What follows belongs to an exercise in optimizing a design on an open flow for a short achievable clock period and few clock cycles; a production flow would make more cautious choices. No run shown here included a check of the RTL's function; only the layout flow was run. Power and IR drop assume default switching activity.

[flow/design.v]
module srisc_top(clk, reset, sw, ledr, halt, ram_addr, ram_write, ram_din, ram_dout);
	input clk, reset;
	input [7:0] sw;
	output reg [7:0] ledr;
	output reg halt;
	output [7:0] ram_addr;
	output ram_write;
	output [15:0] ram_din;
	input [15:0] ram_dout;
	function automatic [15:0] add16(input [15:0] a, input [15:0] b, input cin);
		reg [15:0] g, p, G, P, Gn, Pn;
		integer i, d;
		begin
			g = a & b; p = a ^ b;
			G = g; P = p;
			G[0] = g[0] | (p[0] & cin);
			for (d = 1; d < 16; d = d * 2) begin
				Gn = G; Pn = P;
				for (i = d; i < 16; i = i + 1) begin
					Gn[i] = G[i] | (P[i] & G[i-d]);
					Pn[i] = P[i] & P[i-d];
				end
				G = Gn; P = Pn;
			end
			add16 = p ^ {G[14:0], cin};
		end
	endfunction
	function automatic [8:0] add9(input [8:0] a, input [8:0] b);
		reg [8:0] g, p, G, P, Gn, Pn;
		integer i, d;
		begin
			g = a & b; p = a ^ b;
			G = g; P = p;
			for (d = 1; d < 9; d = d * 2) begin
				Gn = G; Pn = P;
				for (i = d; i < 9; i = i + 1) begin
					Gn[i] = G[i] | (P[i] & G[i-d]);
					Pn[i] = P[i] & P[i-d];
				end
				G = Gn; P = Pn;
			end
			add9 = p ^ {G[7:0], 1'b0};
		end
	endfunction
	function automatic [7:0] add8(input [7:0] a, input [7:0] b);
		reg [8:0] r;
		begin
			r = add9({1'b0, a}, {1'b0, b});
			add8 = r[7:0];
		end
	endfunction
	reg [7:0] pa;           
	reg pw;                 
	reg [15:0] pd;          
	reg pf_v;               
	reg pl_v;               
	reg [2:0] pl_rd;
	reg pl_ram, pl_sw;
	reg [7:0] pcf;          
	localparam NBT = 4;
	reg [NBT-1:0] bt_v;
	reg [7:0] bt_tag [0:NBT-1];
	reg [7:0] bt_tgt [0:NBT-1];
	reg [7:0] bt_tgt1 [0:NBT-1];
	reg [1:0] bt_ptr;
	assign ram_addr = pa;
	assign ram_write = pw;
	assign ram_din = pd;
	reg d_v;                
	reg d_btb;              
	reg d_hold;             
	reg [15:0] hold_ir;
	reg [7:0] d_pc, d_pc1, d_pc2;
	reg lw_v;               
	reg [2:0] lw_rd;
	reg lw_ram, lw_sw;
	reg [15:0] R [0:7];
	reg fN, fV, fZ;
	reg led_w;
	reg [8:0] led_a;
	reg [7:0] led_d;
	reg e_v;
	reg [7:0] e_pc, e_pc1, e_tgt, e_tgt1;
	reg [15:0] e_a, e_b, e_c;
	reg e_ins;                  
	reg e_add, e_and, e_mvn;    
	reg e_wr;
	reg [2:0] e_wrd;
	reg e_cmp, e_ld, e_st, e_bcc, e_bx, e_halt, e_pred, e_rd7;
	reg e_bxd;                  
	reg [2:0] e_cond;
	reg [8:0] e_imm5;
	reg w_we;
	reg [2:0] w_rd;
	reg [15:0] w_res;
	wire kill_e = pw & e_v & (pa == e_pc);    
	wire ex = e_v & ~kill_e & ~halt;
	wire [15:0] opA = e_a;
	wire [15:0] shB = e_b;      
	wire [15:0] opC = e_c;
	wire [15:0] stdata = e_c;   
	wire [15:0] sum = add16(opA, shB, 1'b0);
	wire [15:0] ee = e_and ? (opA & shB) : e_mvn ? ~shB : shB;    
	wire [15:0] res = e_add ? sum : ee;
	wire [15:0] diff = add16(opA, ~shB, 1'b1);
	wire [8:0] addr9 = add9(opA[8:0], e_imm5);
	reg taken;
	always_comb begin
		case (e_cond)
			3'b000: taken = 1'b1;
			3'b001: taken = fZ;
			3'b010: taken = ~fZ;
			3'b011: taken = fN ^ fV;
			default: taken = (fN ^ fV) | fZ;
		endcase
	end
	wire e_redir = ex & ((e_bx & ~e_bxd) | (e_bcc & (taken ^ e_pred)));
	wire [7:0] e_tsel  = e_bx ? (e_rd7 ? e_pc1 : opC[7:0]) : (taken ? e_tgt : e_pc1);
	wire [7:0] e_tsel1 = e_bx ? (e_rd7 ? e_pc1 + 8'd1 : opC[7:0] + 8'd1) : (taken ? e_tgt1 : e_pc1 + 8'd1);
	wire ex_ld = ex & e_ld;
	wire ex_st = ex & e_st;
	wire ex_stram = ex_st & ~addr9[8];
	wire ex_port = ex_ld | ex_st;      
	wire we_e = ex & e_wr;
	wire [15:0] I = d_hold ? hold_ir : ram_dout;
	wire [2:0] op3 = I[15:13];
	wire [1:0] op2 = I[12:11];
	wire [2:0] rn = I[10:8], rd = I[7:5], rm = I[2:0];
	wire is_movi = (op3 == 3'b110) & op2[1];
	wire is_mov  = (op3 == 3'b110) & ~op2[1];
	wire is_alu  = (op3 == 3'b101);
	wire is_add  = is_alu & (op2 == 2'b00);
	wire is_cmp  = is_alu & (op2 == 2'b01);
	wire is_and  = is_alu & (op2 == 2'b10);
	wire is_mvn  = is_alu & (op2 == 2'b11);
	wire is_ldr  = (op3 == 3'b011);
	wire is_str  = (op3 == 3'b100);
	wire is_bcc  = (op3 == 3'b001);
	wire is_br   = (op3 == 3'b010);
	wire is_bl   = is_br & (op2 == 2'b11);
	wire is_blx  = is_br & (op2 == 2'b10);
	wire is_bx   = is_br & ~op2[0];           
	wire is_halt = (op3 == 3'b111);
	wire use_rn = (is_alu & ~is_mvn) | is_ldr | is_str;
	wire use_rm = is_alu | is_mov;
	wire use_rd = is_str | is_bx;
	wire hz_e = e_v & e_ld & ((use_rn & (rn == e_wrd)) | (use_rm & (rm == e_wrd)) | (use_rd & (rd == e_wrd)));
	wire hz_p = pl_v & ((use_rn & (rn == pl_rd)) | (use_rm & (rm == pl_rd)) | (use_rd & (rd == pl_rd)));
	wire hazard = d_v & (hz_e | hz_p);
	wire skill_d = pw & d_v & (pa == d_pc);   
	wire e_w7 = e_v & e_wr & (e_wrd == 3'd7);
	wire w_w7 = w_we & (w_rd == 3'd7);
	wire d_bx7 = is_bx & (rd == 3'd7) & ~e_w7 & ~w_w7;
	wire z_now = (e_v & e_cmp) ? (e_a == e_b) : fZ;
	wire d_zc = (rn == 3'b001) | (rn == 3'b010);
	wire d_bt = (rn == 3'b000) | (d_zc ? (z_now ^ rn[1]) : I[7]);
	wire d_pt = (is_bcc & d_bt) | is_bl;    
	wire d_redir = d_v & ~d_btb & (d_pt | d_bx7);
	wire d_unbtb = d_v & d_btb & ~d_pt;                          
	wire d_isbx = is_br & ~is_bl;
	wire [7:0] d_tgt  = d_isbx ? (op2[1] ? d_pc1 : R[7][7:0]) : add8(d_pc1, I[7:0]);
	wire [7:0] d_tgt1 = d_isbx ? (op2[1] ? d_pc2 : R[7][7:0] + 8'd1) : add8(d_pc2, I[7:0]);
	wire e_early = e_v & e_wr & ~e_add;
	wire [15:0] rA = (e_early & (e_wrd == rn)) ? ee : (w_we & (w_rd == rn)) ? w_res : R[rn];
	wire [15:0] rB = (e_early & (e_wrd == rm)) ? ee : (w_we & (w_rd == rm)) ? w_res : R[rm];
	wire [15:0] rC = (e_early & (e_wrd == rd)) ? ee : (w_we & (w_rd == rd)) ? w_res : R[rd];
	wire [1:0] d_sh = (is_movi | is_br) ? 2'b00 : I[4:3];
	wire [1:0] d_shc = is_str ? I[4:3] : 2'b00;
	function automatic [15:0] shf(input [15:0] x, input [1:0] sh);
		case (sh)
			2'b00: shf = x;
			2'b01: shf = {x[14:0], 1'b0};
			2'b10: shf = {1'b0, x[15:1]};
			default: shf = {x[15], x[15:1]};
		endcase
	endfunction
	wire dstall = d_v & e_v & e_wr & e_add &
		((use_rn & (rn == e_wrd)) | (use_rm & (rm == e_wrd)) | (use_rd & (rd == e_wrd)));
	wire d_ok = d_v & ~kill_e & ~e_redir & ~skill_d & ~hazard & ~halt;
	wire d_go = d_ok & ~dstall;
	wire d_wait = d_ok & dstall;
	reg [NBT-1:0] bt_hv;
	reg [7:0] bt_t, bt_t1;
	integer bi;
	always_comb begin
		bt_t = 8'd0; bt_t1 = 8'd0;
		for (bi = 0; bi < NBT; bi = bi + 1) begin
			bt_hv[bi] = bt_v[bi] & (bt_tag[bi] == pa);
			bt_t = bt_t | ({8{bt_hv[bi]}} & bt_tgt[bi]);
			bt_t1 = bt_t1 | ({8{bt_hv[bi]}} & bt_tgt1[bi]);
		end
	end
	wire bt_hit = pf_v & (|bt_hv);
	wire sel_e = kill_e | e_redir | skill_d;
	wire [7:0] nfa  = kill_e ? e_pc  : e_redir ? e_tsel  : d_pc;
	wire [7:0] nfa1 = kill_e ? e_pc1 : e_redir ? e_tsel1 : d_pc1;
	wire use_tgt = ~sel_e & ~hazard & ~dstall & d_redir;
	reg [7:0] nfo, nfo1;
	reg squash;
	always_comb begin
		squash = 1'b1;
		if (sel_e) begin
			nfo = nfa; nfo1 = nfa1;
		end else if (hazard) begin
			nfo = d_pc; nfo1 = d_pc1;
		end else if (dstall) begin
			if (pf_v) begin
				nfo = pa; nfo1 = pcf;
			end else begin
				nfo = pcf; nfo1 = pcf + 8'd1; squash = 1'b0;
			end
		end else if (d_redir) begin
			nfo = pcf; nfo1 = pcf;           
		end else if (d_unbtb) begin
			nfo = d_pc1; nfo1 = d_pc2;
		end else if (bt_hit) begin
			nfo = bt_t; nfo1 = bt_t1; squash = 1'b0;
		end else begin
			nfo = pcf; nfo1 = pcf + 8'd1; squash = 1'b0;
		end
	end
	wire [7:0] nf  = use_tgt ? d_tgt  : nfo;
	wire [7:0] nf1 = use_tgt ? d_tgt1 : nfo1;
	wire [15:0] lw_data = lw_ram ? ram_dout : lw_sw ? {8'b0, sw} : 16'b0;
	wire lw_we = lw_v & ~(w_we & (w_rd == lw_rd));
	always_ff @(posedge clk) begin
		if (w_we) R[w_rd] <= w_res;
		if (lw_we) R[lw_rd] <= lw_data;
		w_res <= res;
		w_rd <= e_wrd;
		if (ex & e_cmp) begin
			fN <= diff[15];
			fV <= (opA[15] & ~shB[15] & ~diff[15]) | (~opA[15] & shB[15] & diff[15]);
			fZ <= (opA == shB);
		end
		led_a <= addr9;
		led_d <= stdata[7:0];
		if (led_w & (led_a == 9'h100)) ledr <= led_d;
		pd <= stdata;
		pl_rd <= e_wrd;
		pl_ram <= ~addr9[8];
		pl_sw <= (addr9 == 9'h140);
		if (ex_port) begin
			pa <= addr9[7:0];
			pcf <= nf;
		end else begin
			pa <= nf;
			pcf <= nf1;
		end
		for (bi = 0; bi < NBT; bi = bi + 1)
			if (pw & (bt_tag[bi] == pa)) bt_v[bi] <= 1'b0;
		if (ex & e_ins) begin
			bt_v[bt_ptr] <= 1'b1;
			bt_tag[bt_ptr] <= e_pc;
			bt_tgt[bt_ptr] <= e_tgt;
			bt_tgt1[bt_ptr] <= e_tgt1;
			bt_ptr <= bt_ptr + 2'd1;
		end
		hold_ir <= I;
		if (~d_wait) begin
			d_btb <= bt_hit & ~squash;
			d_pc <= pa;
			d_pc1 <= pa + 8'd1;
			d_pc2 <= pa + 8'd2;
		end
		lw_rd <= pl_rd;
		lw_ram <= pl_ram;
		lw_sw <= pl_sw;
		e_pc <= d_pc;
		e_pc1 <= d_pc1;
		e_tgt <= d_tgt;
		e_tgt1 <= d_tgt1;
		e_a <= rA;
		e_b <= is_movi ? {{8{I[7]}}, I[7:0]} : is_br ? {8'b0, d_pc1} : shf(rB, d_sh);
		e_c <= shf(rC, d_shc);
		e_ins <= d_pt & ~d_btb;
		e_add <= is_add;
		e_and <= is_and;
		e_mvn <= is_mvn;
		e_wr <= is_movi | is_mov | is_add | is_and | is_mvn | is_bl | is_blx;
		e_wrd <= is_movi ? rn : (is_bl | is_blx) ? 3'd7 : rd;
		e_cmp <= is_cmp;
		e_ld <= is_ldr;
		e_st <= is_str;
		e_bcc <= is_bcc;
		e_bx <= is_bx;
		e_halt <= is_halt;
		e_pred <= d_bt;
		e_rd7 <= is_blx & (rd == 3'd7);
		e_bxd <= d_bx7;
		e_cond <= rn;
		e_imm5 <= {{4{I[4]}}, I[4:0]};
		if (reset) begin
			pa <= 8'd0;
			pcf <= 8'd1;
			bt_v <= {NBT{1'b0}};
			bt_ptr <= 2'd0;
			pw <= 1'b0;
			pf_v <= 1'b1;
			pl_v <= 1'b0;
			d_v <= 1'b0;
			d_hold <= 1'b0;
			lw_v <= 1'b0;
			e_v <= 1'b0;
			w_we <= 1'b0;
			halt <= 1'b0;
			led_w <= 1'b0;
		end else begin
			led_w <= ex_st;
			pw <= ex_stram;
			pf_v <= ~ex_port;
			pl_v <= ex_ld;
			d_v <= d_wait | (pf_v & ~squash);
			d_hold <= d_wait;
			lw_v <= pl_v & ~(we_e & (e_wrd == pl_rd));
			e_v <= d_go;
			w_we <= we_e;
			if ((ex & e_halt) | (d_go & is_halt & ~ex_st)) halt <= 1'b1;
		end
	end
endmodule
[flow/constraint.sdc]
create_clock -name core_clock -period 5.0 [get_ports {clk}]
set_input_delay 1.0000 -clock core_clock [delete_from_list [all_inputs] [get_ports {clk}]]
set_output_delay 1.0000 -clock core_clock [all_outputs]
set_load 0.01 [all_outputs]
[flow/config.mk]
export PLATFORM = sky130hd
export DESIGN_NAME = srisc_top
export DESIGN_NICKNAME = srisc_top
export VERILOG_FILES = /design/flow/design.v
export SDC_FILE = /design/flow/constraint.sdc
export NUM_CORES = 4
export LEC_CHECK = 0
export ABC_CLOCK_PERIOD_IN_PS = 1500
export CAP_MARGIN = 20
export CORE_MARGIN = 2
export CORE_UTILIZATION = 40
export SETUP_SLACK_MARGIN = 3
export SLEW_MARGIN = 20
[flow/run.sh]
#!/bin/bash
# synth_recipe.tcl (not shown) runs the flow's synth.tcl, then flattens the netlist and writes it again
# the make line also repeats each setting of config.mk as NAME=value (left out here)
make -C /OpenROAD-flow-scripts/flow DESIGN_CONFIG=/design/flow/config.mk WORK_HOME=/design/flow/orfs CLKGATE_MAP_FILE= SYNTH_SCRIPT=/design/flow/synth_recipe.tcl finish
==> results of run 1 <==
[worst paths after layout]
kind | from | end | depth (start not counted) | slack [ns]
max | d_hold$_SDFF_PP0_ | e_b[6]$_DFF_P_ | 17 | 1.54
min | pl_ram$_DFF_P_ | lw_ram$_DFF_P_ | 0 | 0.33
max reg2reg | d_hold$_SDFF_PP0_ | e_b[6]$_DFF_P_ | 17 | 1.54
min reg2reg | pl_ram$_DFF_P_ | lw_ram$_DFF_P_ | 0 | 0.33
[final cells by class]
type / count / area share, %
clock inverter: 27 / 0.951
multi-input combinational: 2265 / 43.9
inverter: 81 / 0.892
clock buffer: 71 / 3.93
timing repair buffer: 511 / 16.5
tap: 864 / 2.83
sequential: 455 / 31.0
[registers in the layout, indices dropped and copies added, names as in the netlist, 9 cells and up]
register  count
R           128
bt_tag       32
bt_tgt       32
bt_tgt1      32
e_a          16
e_b          16
e_c          16
hold_ir      10
led_a         9
pd            9
w_res        16
[stage by stage]
stage / util [%] / std cells / power, W / setup slack (ns) / hold WS [ns]
4_1_cts: 54.6 / 4166 / 0.0115 / 1.75 / 0.328
3_3_place_gp: 43.2 / 3796 / 0.00676 / 0.393 / 0.316
2_1_floorplan: - / 3010 / 0.00595 / 1.26 / 0.310
6_report: 58.2 / 4274 / 0.0120 / 1.54 / 0.327
3_5_place_dp: 43.2 / 3796 / 0.00680 / 0.457 / 0.316
5_1_grt: 58.2 / 4274 / 0.0123 / 1.55 / 0.329
[cells by family (layout without fill, tap and decap cells)]
logic type / Yosys count / in the layout / synth area share [%]
AND/OR/NAND/NOR: 1180 / 1197 / 20.0
AO/OA/AOI/OAI: 784 / 784 / 19.5
flip-flops: 455 / 455 / 44.3
buffers and inverters: 307 / 690 / 4.75
XOR/XNOR: 152 / 152 / 5.04
adder cells (fa/ha/maj): 73 / 73 / 3.57
multiplexers: 59 / 59 / 2.79
[worst max-delay path, cell delays in order (launching register included)]
cell and delay, ns:
dfxtp_4 0.40, buf_12 0.16, mux2i_4 0.32, inv_4 0.09
buf_12 0.14, buf_4 0.13, buf_12 0.15, clkbuf_16 0.18
buf_12 0.16, nand2_1 0.06, and3_1 0.15, a31oi_1 0.06
a21oi_2 0.56, a211oi_2 0.17, a21oi_2 0.21, a21oi_1 0.10
o211ai_1 0.18, a22oi_1 0.10
[synthesized netlist by cell type, types with 12 or more instances]
master / instances
nand2_1: 697
edfxtp_1: 259
o21ai_0: 244
dfxtp_1: 196
clkbuf_1: 156
nand3_1: 128
nor2_1: 121
a21oi_1: 114
xnor2_1: 93
and3_1: 88
a22oi_1: 77
inv_1: 71
a31oi_1: 69
ha_1: 69
xor2_1: 59
o211ai_1: 57
a311oi_1: 46
mux2i_1: 35
a211oi_1: 34
buf_2: 33
buf_1: 28
nor3_1: 27
nor4_1: 16
nand4_1: 15
nand2b_1: 13
nor2b_1: 13
and2_1: 12
o21bai_1: 12
[power breakdown]
part           switching (W)  leakage [nW]  internal [W]
clock                0.00172         0.907       0.00248
combinational        0.00170          9.86       0.00131
sequential          0.000499          4.06       0.00430
[what timing repair did]
action | CTS | global route
cloned | 48 | 21
endpoints found under the setup margin | 541 | 512
buffers inserted | 224 | 87
gates resized for setup | 827 | 313
pin swaps | 173 | 146
[per-layer routing]
metal  GRT usage (%)  up-vias  share of wire (%)
met5               0        -              0.063
met3            8.52      839                 12
met2            55.7     2222                 42
met1            43.2    13404                 35
li1                -    11622                  -
met4            27.4        6                 11
==> notes.md, run 1 <==
critical path type=reg2reg; hold-fix buffer count after cts=0; Multi-input gate area=between 15000 and 20000 um^2; Via density=6.57; status=complete, no violations; relative slew slack=approximately two fifths; WL final=134000 um; RSZ-0062 raised after global routing=yes; vias post-DR=28093; final antenna-violating net count=0; post-route DRC violation count=0; ratio of cells with drive above 1 in the final layout=a little over a third; routability cong.=about 0.99; most frequent cells in the layout=nand2_1, edfxtp_1, buf_4, dfxtp_1, nand3_1; Critical Path AT=3.97 ns; clock-pin slew on the worst setup and hold paths=around 0.06 ns; initial antenna violation count=3; post-synth cell types=93; Final Cycle Share=69.1%; initial drt markers=slightly below 4000; first-pass GRT wire length=approximately 180000 um; ant diodes=0; Synth Warn #=1; Final Cell Area=approximately 38000 um^2; sequential share of the synthesized area=between 40% and 50%; Die Width=261 um; cell taking the most area after synthesis=edfxtp_1; drt wl/cell=around 31 um; CP required=between 5 and 6 ns; commonest non-fill, non-tap cell in the layout=nand2_1; Post-layout nets=between 3000 and 4000; DR pass1 iterations=8; Synth area leaders=edfxtp_1, dfxtp_1, nand2_1, o21ai_0, ha_1; setup_tns=0 ns; Tmin final=roughly 3.5 ns; DIE AREA=68000 um^2; Filler cells=5332; Slew Viols, Final=0; Post-synth EDFFs=259; reported max-cap violation count=0; P&R area growth vs syn=44.5%; Hold Fails Final Rpt=0; power density over cell area=315 nW/um^2; Post-Syn Instances=3010; vias in the first global route=approximately 26000; critical path peak fanout=8; Port Buffers=59; Clock Path Buffers=3; Peak supply drop=~0.27 mV; CP Launch Type=flop; crit end category=flop; clock latency on the worst-skew pair=roughly 0.65 ns; Starting Density=40.3%; clk root buf=clkbuf_16; syn_nets=around 3100; Placed Area=between 20000 and 30000 um^2; Post-synth ARST share=0%; TritonCTS Sinks=455; total track usage=a little over a third; Sequential Area=11800 um^2; final setup vio count=0; Num CTS Buffers=52; synthesized cell area=26400 um^2; type of the most critical hold path=reg2reg; area share of the largest cell type after synthesis=29.5%; top_reg_cell synth=edfxtp_1; syn avg cell area=slightly below 9 um^2; clock skew=about 0.03 ns; Leak=14.8 nW; Max Fclk=~290 MHz; dpl hpwl=about 75000 um; I/O Pins=60; core area=around 66000 um^2; row count=94; total congestion overflow=0; pin count of the biggest net entering global routing=63; die height=between 200 and 300 um; CTS tree=done; worst slew pin tran=~0.9 ns; H-tree Lvls=2; #FFs+latches synth=455
==> run 2: changes to the inputs <==
--- a/flow/design.v
+++ b/flow/design.v
@@ -67,10 +67,16 @@
 	assign ram_write = pw;
 	assign ram_din = pd;
 	reg d_v;                
-	reg d_btb;              
+	reg d_btbr;             
 	reg d_hold;             
 	reg [15:0] hold_ir;
-	reg [7:0] d_pc, d_pc1, d_pc2;
+	reg [7:0] d_pcr, d_pc1r, d_pc2r;    
+	reg [7:0] h_pc, h_pc1, h_pc2;       
+	reg h_btb;
+	wire [7:0] d_pc  = d_hold ? h_pc  : d_pcr;
+	wire [7:0] d_pc1 = d_hold ? h_pc1 : d_pc1r;
+	wire [7:0] d_pc2 = d_hold ? h_pc2 : d_pc2r;
+	wire d_btb = d_hold ? h_btb : d_btbr;
 	reg lw_v;               
 	reg [2:0] lw_rd;
 	reg lw_ram, lw_sw;
@@ -151,15 +157,31 @@
 	wire e_w7 = e_v & e_wr & (e_wrd == 3'd7);
 	wire w_w7 = w_we & (w_rd == 3'd7);
 	wire d_bx7 = is_bx & (rd == 3'd7) & ~e_w7 & ~w_w7;
-	wire z_now = (e_v & e_cmp) ? (e_a == e_b) : fZ;
-	wire d_zc = (rn == 3'b001) | (rn == 3'b010);
-	wire d_bt = (rn == 3'b000) | (d_zc ? (z_now ^ rn[1]) : I[7]);
-	wire d_pt = (is_bcc & d_bt) | is_bl;    
-	wire d_redir = d_v & ~d_btb & (d_pt | d_bx7);
+	wire e_cmpv = e_v & e_cmp;
+	wire z_now = e_cmpv ? (e_a == e_b) : fZ;
+	wire lt_now = e_cmpv ? ($signed(e_a) < $signed(e_b)) : (fN ^ fV);
+	wire [15:0] Ir = ram_dout;
+	wire r_bcc = (Ir[15:13] == 3'b001);
+	wire r_bl  = (Ir[15:11] == 5'b01011);
+	reg d_bt;
+	always_comb begin
+		case (Ir[10:8])
+			3'b000: d_bt = 1'b1;
+			3'b001: d_bt = z_now;
+			3'b010: d_bt = ~z_now;
+			3'b011: d_bt = lt_now;
+			3'b100: d_bt = lt_now | z_now;
+			default: d_bt = Ir[7];
+		endcase
+	end
+	wire d_pt = ~d_hold & ((r_bcc & d_bt) | r_bl);    
+	wire d_redir = d_v & ~d_btb & d_pt;
+	wire d_redir7 = d_v & ~d_btb & d_bx7;
 	wire d_unbtb = d_v & d_btb & ~d_pt;                          
-	wire d_isbx = is_br & ~is_bl;
-	wire [7:0] d_tgt  = d_isbx ? (op2[1] ? d_pc1 : R[7][7:0]) : add8(d_pc1, I[7:0]);
-	wire [7:0] d_tgt1 = d_isbx ? (op2[1] ? d_pc2 : R[7][7:0] + 8'd1) : add8(d_pc2, I[7:0]);
+	wire [7:0] d_tgt  = add8(d_pc1r, Ir[7:0]);
+	wire [7:0] d_tgt1 = add8(d_pc2r, Ir[7:0]);
+	wire [7:0] d_tgt7  = op2[1] ? d_pc1 : R[7][7:0];
+	wire [7:0] d_tgt71 = op2[1] ? d_pc2 : R[7][7:0] + 8'd1;
 	wire e_early = e_v & e_wr & ~e_add;
 	wire [15:0] rA = (e_early & (e_wrd == rn)) ? ee : (w_we & (w_rd == rn)) ? w_res : R[rn];
 	wire [15:0] rB = (e_early & (e_wrd == rm)) ? ee : (w_we & (w_rd == rm)) ? w_res : R[rm];
@@ -194,7 +216,7 @@
 	wire sel_e = kill_e | e_redir | skill_d;
 	wire [7:0] nfa  = kill_e ? e_pc  : e_redir ? e_tsel  : d_pc;
 	wire [7:0] nfa1 = kill_e ? e_pc1 : e_redir ? e_tsel1 : d_pc1;
-	wire use_tgt = ~sel_e & ~hazard & ~dstall & d_redir;
+	wire use_tgt = ~sel_e & d_redir;
 	reg [7:0] nfo, nfo1;
 	reg squash;
 	always_comb begin
@@ -211,6 +233,8 @@
 			end
 		end else if (d_redir) begin
 			nfo = pcf; nfo1 = pcf;           
+		end else if (d_redir7) begin
+			nfo = d_tgt7; nfo1 = d_tgt71;
 		end else if (d_unbtb) begin
 			nfo = d_pc1; nfo1 = d_pc2;
 		end else if (bt_hit) begin
@@ -257,12 +281,14 @@
 			bt_ptr <= bt_ptr + 2'd1;
 		end
 		hold_ir <= I;
-		if (~d_wait) begin
-			d_btb <= bt_hit & ~squash;
-			d_pc <= pa;
-			d_pc1 <= pa + 8'd1;
-			d_pc2 <= pa + 8'd2;
-		end
+		d_btbr <= bt_hit & ~squash;
+		d_pcr <= pa;
+		d_pc1r <= pa + 8'd1;
+		d_pc2r <= pa + 8'd2;
+		h_btb <= d_btb;
+		h_pc <= d_pc;
+		h_pc1 <= d_pc1;
+		h_pc2 <= d_pc2;
 		lw_rd <= pl_rd;
 		lw_ram <= pl_ram;
 		lw_sw <= pl_sw;
==> run 2 against run 1 <==
  * Still clean on timing, DRC and antenna
  * Utilization up 0.62 points
  * Critical path type unchanged
  * Sequential share of layout area down 0.48 points
  * Die area about the same
  * Via count down 1.4%
  * Power up 1.4%
  * Global-route usage up 0.41 points
  * Synthesized cell count up 1.1%
  * Cell area up 1.1%
==> notes.md, run 2 <==
status=complete, no violations; final antenna-violating net count=0; ratio of cells with drive above 1 in the final layout=a little over a third; Max Fclk=286 MHz; Tot Pwr=0.0122 W; drt wl/cell=30.9 um; post-synth cell types=between 90 and 100; row count=94; dpl hpwl=~77000 um; clock skew=between 0.03 and 0.04 ns; Synth top cells by count=nand2_1, o21ai_0, edfxtp_1; Die Width=around 260 um; H-tree Lvls=2; setup_tns=0 ns; crit end category=flop; sequential share of the synthesized area=between 40 and 50%; reported max-cap violation count=0; pin count of the biggest net entering global routing=66; clock-pin slew on the worst setup and hold paths=around 0.06 ns; worst r2r dst=pcf[7]$_SDFFE_PP0P_; Clock Path Buffers=3; Final Cycle Share=a little over two thirds; top_reg_cell synth=edfxtp_1; type of the most critical hold path=reg2reg; initial drt markers=between 3000 and 4000; routability cong.=approximately 1.0; Port Buffers=slightly below 60; total track usage=between 30% and 40%; most frequent cells in the layout=nand2_1, buf_4, edfxtp_1, dfxtp_1, nor2_1; area share of the largest cell type after synthesis=around a quarter; Tmin final=3.50 ns; Leak=approximately 15 nW; top-count cell post-synth=nand2_1; relative slew slack=roughly 41%; vias post-DR=between 20000 and 30000; total congestion overflow=0; Post-layout nets=roughly 3500; Post-Syn Instances=around 3000; post-route DRC violation count=0; power density over cell area=316 nW/um^2; Slew Viols, Final=0; Starting Density=roughly two fifths; vias in the first global route=between 20000 and 30000; RSZ-0062 raised after global routing=yes; synthesized cell area=26400 um^2; die height=between 200 and 300 um; core area=around 66000 um^2; Critical Path End=pcf[7]$_SDFFE_PP0P_; DP Cell Count=3855; CP required=roughly 5.5 ns; Post-synth ARST share=0%; worst slew pin tran=between 0.8 and 0.9 ns; critical path peak fanout=7; CP Launch Type=flop; Peak supply drop=0.336 mV; syn_nets=approximately 3100; #FFs+latches synth=approximately 460; WL final=about 130000 um; I/O Pins=60; worst r2r src=e_b[15]$_DFF_P_; initial antenna violation count=3; commonest non-fill, non-tap cell in the layout=nand2_1; Largest register FFs=128; critical path type=reg2reg; DIE AREA=between 60000 and 70000 um^2; Synth area leaders=edfxtp_1, dfxtp_1, nand2_1, o21ai_0, ha_1; DR pass1 iterations=15; Via density=between 6 and 7; first-pass GRT wire length=between 150000 and 200000 um; Synth Warn #=1; Worst Setup SP=e_b[15]$_DFF_P_; Most flops, register=R; flop2flop setup slack=approximately 1.5 ns; TritonCTS Sinks=464; final setup vio count=0; Hold Fails Final Rpt=0; Finished Layout Cells=about 4300; cell taking the most area after synthesis=edfxtp_1; CTS tree=done; Critical Path AT=roughly 4.0 ns; R2R depth=13; clk root buf=clkbuf_16; P&R area growth vs syn=46.0%; Num CTS Buffers=54; clock latency on the worst-skew pair=about 0.63 ns; syn avg cell area=slightly below 9 um^2; hold-fix buffer count after cts=0; Filler cells=about 5400; Post-synth EDFFs=between 200 and 250
[run 2: cell types whose count changed after synthesis, sizes merged, moves of 14 or more]
| cell | previous run | this run |
|---|---|---|
| clkbuf | 156 | 142 |
| o22ai | 9 | 29 |
| a22oi | 77 | 27 |
| nor2 | 123 | 146 |
| mux2 | 11 | 31 |
| inv | 78 | 94 |
| edfxtp | 259 | 235 |
| dfxtp | 196 | 229 |
| o211ai | 59 | 36 |
[run 2: area by class of cell]
class / instances / area (um^2) / share of cell area, %
flip-flops and latches: 464 / 11800 / 30.5
clock buffers: 69 / 1510 / 3.92
repair inverters: 3 / 31.3 / 0.0812
well taps: 864 / 1080 / 2.80
multi-input cells: 2276 / 17000 / 44.0
inverters: 99 / 432 / 1.12
repair buffers: 531 / 6410 / 16.6
diodes: 3 / 7.51 / 0.0195
clock inverters: 32 / 343 / 0.889
[run 2: what timing repair did]
item	4_1_cts	5_1_grt
pin swaps	198	124
buffers inserted	232	80
resized for setup	753	384
endpoints found under the setup margin	524	495
gates cloned	51	19
[run 2: logic make-up after synthesis]
family / count (synthesis) / synth area share (%)
fa+ha+maj: 73 / 3.57
compound gates: 771 / 19.2
flops: 464 / 44.1
buf+inv: 319 / 4.87
xor+xnor: 160 / 5.31
simple gates: 1176 / 19.5
mux: 80 / 3.45
[run 2: power by group]
| group | internal (W) | total [W] | switching (W) |
|---|---|---|---|
| combinational | 0.00139 | 0.00313 | 0.00175 |
| sequential | 0.00436 | 0.00486 | 0.000494 |
| clock | 0.00245 | 0.00420 | 0.00174 |
[run 2: stage by stage]
step | area (um^2) | utilization (%) | hold WS (ns) | setup WS, ns
finish | 38500 | 58.8 | 0.331 | 1.50
global route | 38500 | 58.8 | 0.333 | 1.42
CTS | 36200 | 55.2 | 0.324 | 1.55
detailed placement | 28900 | 44.1 | 0.319 | 0.553
global placement | 28900 | 44.1 | 0.311 | 0.672
floorplan | 27600 | - | 0.310 | 1.77
[run 2: how the worst min path moves through the flow]
stage / endpoint / depth (start not counted) / from
floorplan: lw_ram$_DFF_P_ / 0 / pl_ram$_DFF_P_
CTS: lw_ram$_DFF_P_ / 0 / pl_ram$_DFF_P_
global placement: lw_ram$_DFF_P_ / 0 / pl_ram$_DFF_P_
detailed placement: lw_ram$_DFF_P_ / 0 / pl_ram$_DFF_P_
finish: lw_ram$_DFF_P_ / 0 / pl_ram$_DFF_P_
global route: lw_ram$_DFF_P_ / 0 / pl_ram$_DFF_P_
[run 2: layer usage]
layer	GRT usage, %	wire (um)	up-vias	part of all wire [%]
met3	6.51	14100	714	10
met4	24.9	13600	0	10
met5	0	0	-	0
met1	44.6	48300	13257	36
met2	58.1	58300	1968	43
li1	-	-	11755	-
[run 2: worst max-delay path, stage by stage, from the launching register on]
cell	delay, ns
dfxtp_1	0.39
ha_4	0.31
nand4_1	0.20
nor4_4	0.26
buf_4	0.19
mux2i_2	0.23
a21oi_2	0.10
o31a_4	0.35
a2111o_1	0.57
buf_4	0.19
o22ai_2	0.15
a211oi_2	0.07
nor3_2	0.20
a211oi_1	0.11

==> what the ideal ports hide <==
In the flow no input, the clock included, has a driving cell. The finished layouts below were timed again as built, in two steps.
Step 1 assumes that a clkbuf_16 drives the clock port and a buf_2 every other input.
Step 2 times the ports against the registers' clock, not the clock port: input delays grow and output delays shrink by t, the midpoint of the rising clock arrivals with the driver on.
Slacks: ideal / step 1 / step 2; pairs: ideal / step 1.
run	t, ns	slack for setup (ns)	worst setup path after step 2	worst register clock-pin slew, ns
run 1	0.691	1.544 / 1.544 / 0.983	input to register	0.07 / 0.07
run 2	0.679	1.505 / 1.505 / 0.914	input to register	0.07 / 0.07
After both steps setup and hold are still met in every run listed. For run 2, which loses most, drivers alone change the setup slack by 0.000 ns; drivers and shift together by -0.591 ns.
